Source: an optimization exercise on an open RTL-to-GDS flow (aim: small area and a short achievable clock period). Production flows keep margins and buffers that such runs may drop. Only simulation tests tie the RTL to the original design; equivalence was not proved. Power is estimated from default activity; no workload was simulated.

run 1:
// fifo
module fifo (
    clK,
    fifo_WR,
    fifo_IN,
    fifo_RD,
    fifo_OUT,
    rsT,
    statuS
    );
For scale: roughly 1700 cells after synthesis, about 38 I/O pins.
export LEC_CHECK = 0
export CAP_MARGIN = 20
export CORE_MARGIN = 2
export CORE_UTILIZATION = 75
export CTS_CLUSTER_DIAMETER = 50
export CTS_CLUSTER_SIZE = 20
export SETUP_SLACK_MARGIN = 1.3
export SLEW_MARGIN = 20
export SYNTH_HIERARCHICAL = 1
create_clock -name core_clock -period 3.0 [get_ports {clK}]
run.sh (not shown) runs the stock make flow with config.mk's settings and CLKGATE_MAP_FILE= SYNTH_SCRIPT=/design/flow/synth_recipe.tcl, a recipe that flattens the netlist after the stock synthesis.
Per the final summary, run 1 finished and its layout is clean on timing, DRC and antenna.
--- input diff run 1..run 2 ---
Settings: swapping 75 for 65 in CORE_UTILIZATION.
## What came out
Re total inserted antenna cells: no difference whatsoever between run 1 and run 2.
Relative to run 1, the overall die area measured on run 2 has increased by more than 10%.
Relative to run 1, the number of cells after detailed placement measured on run 2 has increased by a few percent.
Total via count in the routed design is lower on run 2
## Diff of input files: run 3 against run 2
Settings: SETUP_SLACK_MARGIN now 1.38, was 1.3; CORE_UTILIZATION now 75, was 65.
==> run notes <==
- Going from run 2 to run 3, non-clock buffer share of cell area barely changed; sequential standard cell area comparable; die area down 13%; global-route wire length before repair now sits higher.
- As of run 3, combinational power had risen by a few percent compared to run 2.
- Relative to run 2, the static power due to leakage of run 3 is lower by 0.44%.
- Between run 2 and run 3, the placement-stage worst setup slack is lower for run 3.
- Going from run 2 to run 3, routed wire length increased about 2.4%, clock-pin slew reported for the worst setup and hold paths after clock tree synthesis flat.
[inputs] run 4 vs run 3
Settings: clearing CTS_CLUSTER_DIAMETER, which used to be 50; swapping 1.38 for 1.3 in SETUP_SLACK_MARGIN; clearing CTS_CLUSTER_SIZE, which used to be 20.
Findings:
Minimum period implied by the final worst setup slack: run 4 vs run 3 up 23 ps. Changes observed in run 4 relative to run 3: switching fraction of total power went down 0.37 points, final total power now larger, count of inserted antenna diode cells fell by 2, design area higher, proportion of power drawn by flip-flops and latches shows a reduction of 3.6 points. Delta (run 4 minus run 3): internal power component went up about 8%, sequential cell area share went down 0.80 points, worst path required time went up 20 ps, via-per-instance ratio went up 1.5%. Worst hold slack of run 3 is on par with run 4.
#### Input delta (run 5 over run 4)
Settings: setting CTS_CLUSTER_SIZE to 20 for the first time; changing SLEW_MARGIN from 20 to 75; setting CTS_CLUSTER_DIAMETER to 50 for the first time.
From run 4 to run 5, number of flip-flops and latches did not move at all.
Run 5 vs. run 4: final worst-path setup slack shrank by 75 ps; power saw a decrease.
Measured against each other, run 4 and run 5 differ in wire length after detailed routing, the higher figure coming from run 4.
On routed via count divided by cell count, run 4 and run 5 are neck and neck.
From run 4 to run 5 the numbers moved as follows: final routed wire length divided by cell count held, number of vias in the routed layout went down 0.59%, combinational logic power went up about 5%, share of cells above drive strength 1 went up 0.63 points.
Relative to run 4, overall track demand over capacity in global routing has decreased by 1.3 points in run 5.
## Diff of input files: run 6 against run 5
Settings: SLEW_MARGIN changed from 75 to 20; CTS_BUF_LIST newly set to sky130_fd_sc_hd__clkbuf_8.
Results
Having completed the whole flow, run 6 delivered a layout that passed the timing, DRC and antenna checks.
Run 6 vs run 5, part of the power in combinational logic went up by 0.2 points.
Changes observed in run 6 relative to run 5: portion of total power attributed to the clock network lost 5.9 points; routed wire length lost 3.2 mm; maximum level of the CTS H-tree neither gained nor lost much.
The setup slack of run 6 is larger than that of run 5.
Total of plain and repair buffers excluding clock buffers was lower in run 6 than in run 5.
Diff run 5 -> run 6: fraction of the cycle the final worst path needs lost 1.0 points, design area lost 870 um2.

========
== old ==
Another version of the RTL of fifo (not shown whole).
Size: ~570 flip-flops, about 38 I/O pins, ~19000 µm² of cells after synthesis.
==> flow/design.v (excerpt) <==
module fifo (
    clK,
    fifo_WR,
    fifo_IN,
    fifo_RD,
    fifo_OUT,
    rsT,
    statuS
    );
==> flow/config.mk <==
export PLATFORM = sky130hd
export DESIGN_NAME = fifo
export DESIGN_NICKNAME = fifo
export VERILOG_FILES = /design/flow/design.v
export SDC_FILE = /design/flow/constraint.sdc
export NUM_CORES = 4
export LEC_CHECK = 0
export CAP_MARGIN = 20
export CORE_MARGIN = 2
export CORE_UTILIZATION = 70
export CTS_CLUSTER_DIAMETER = 50
export CTS_CLUSTER_SIZE = 20
export SETUP_SLACK_MARGIN = 1.6
export SLEW_MARGIN = 20
export SYNTH_HIERARCHICAL = 1
==> flow/constraint.sdc <==
create_clock -name core_clock -period 3.0 [get_ports {clK}]
set_input_delay 0.6000 -clock core_clock [delete_from_list [all_inputs] [get_ports {clK}]]
set_output_delay 0.6000 -clock core_clock [all_outputs]
set_load 0.01 [all_outputs]
No stage failed in old, and the final checks on the layout all came back clean.
The inputs of new differ from those of old as listed below.
Settings: SETUP_SLACK_MARGIN now 1.45, was 1.6.
==> comparison <==
On sequential cell area, the higher figure sits with old, not new. Compared to old, new has combinational power about 8% lower. When new is set beside old, its buffer count excluding the clock tree in the final layout turns out to be 16% larger. new completed every stage of the flow, and the final layout passed the timing, DRC and antenna checks. Going from old to new, share of cells above drive strength 1 went down; slew of the pin with the lowest slew margin went up. Going from old to new, number of stages on the worst setup path increased by 3 relative to the old numbers, number of placed cells counting well taps increased 48, worst hold margin dropped 0.0095 ns, power share of the clock group rose 0.2 points, post-route minimum period went down by 0.011 ns.

## port drivers added, routing unchanged
The flow's constraints put no driver on any port. The routed layouts listed below were extracted and timed again, unchanged, in two steps. Step 1 assumes that a clkbuf_16 drives the clock port and a buf_2 every other input. Step 2 adds t to the input delays and takes it off the output delays; t is the mean of the earliest and latest rising clock arrival at the registers after step 1. Input paths then give back, and output paths get back, about the clock's delay inside the block. Three values: ideal ports, drivers, drivers and shift; two values: the first two.
| run | t (ns) | setup WS [ns] | worst setup path after step 2 | worst register clock-pin slew, ns |
|---|---|---|---|---|
| run 1 | 0.596 | 1.241 / 1.241 / 0.741 | input to register | 0.08 / 0.08 |
| run 2 | 0.593 | 1.253 / 1.253 / 0.731 | input to register | 0.08 / 0.08 |
| run 3 | 0.597 | 1.291 / 1.291 / 0.775 | input to register | 0.08 / 0.08 |
| run 4 | 0.615 | 1.268 / 1.254 / 0.704 | input to register | 0.07 / 0.07 |
| run 5 | 0.601 | 1.193 / 1.193 / 0.843 | input to register | 0.09 / 0.09 |
| run 6 | 0.637 | 1.223 / 1.223 / 0.757 | input to register | 0.12 / 0.12 |
| old | 0.603 | 1.391 / 1.335 / 1.020 | input to register | 0.08 / 0.08 |
| new | 0.599 | 1.402 / 1.349 / 0.987 | input to register | 0.08 / 0.08 |
After both steps setup and hold are still met in every run listed. The setup slack of run 4, which loses most, moves by -0.014 ns with the drivers and by -0.564 ns with both steps.
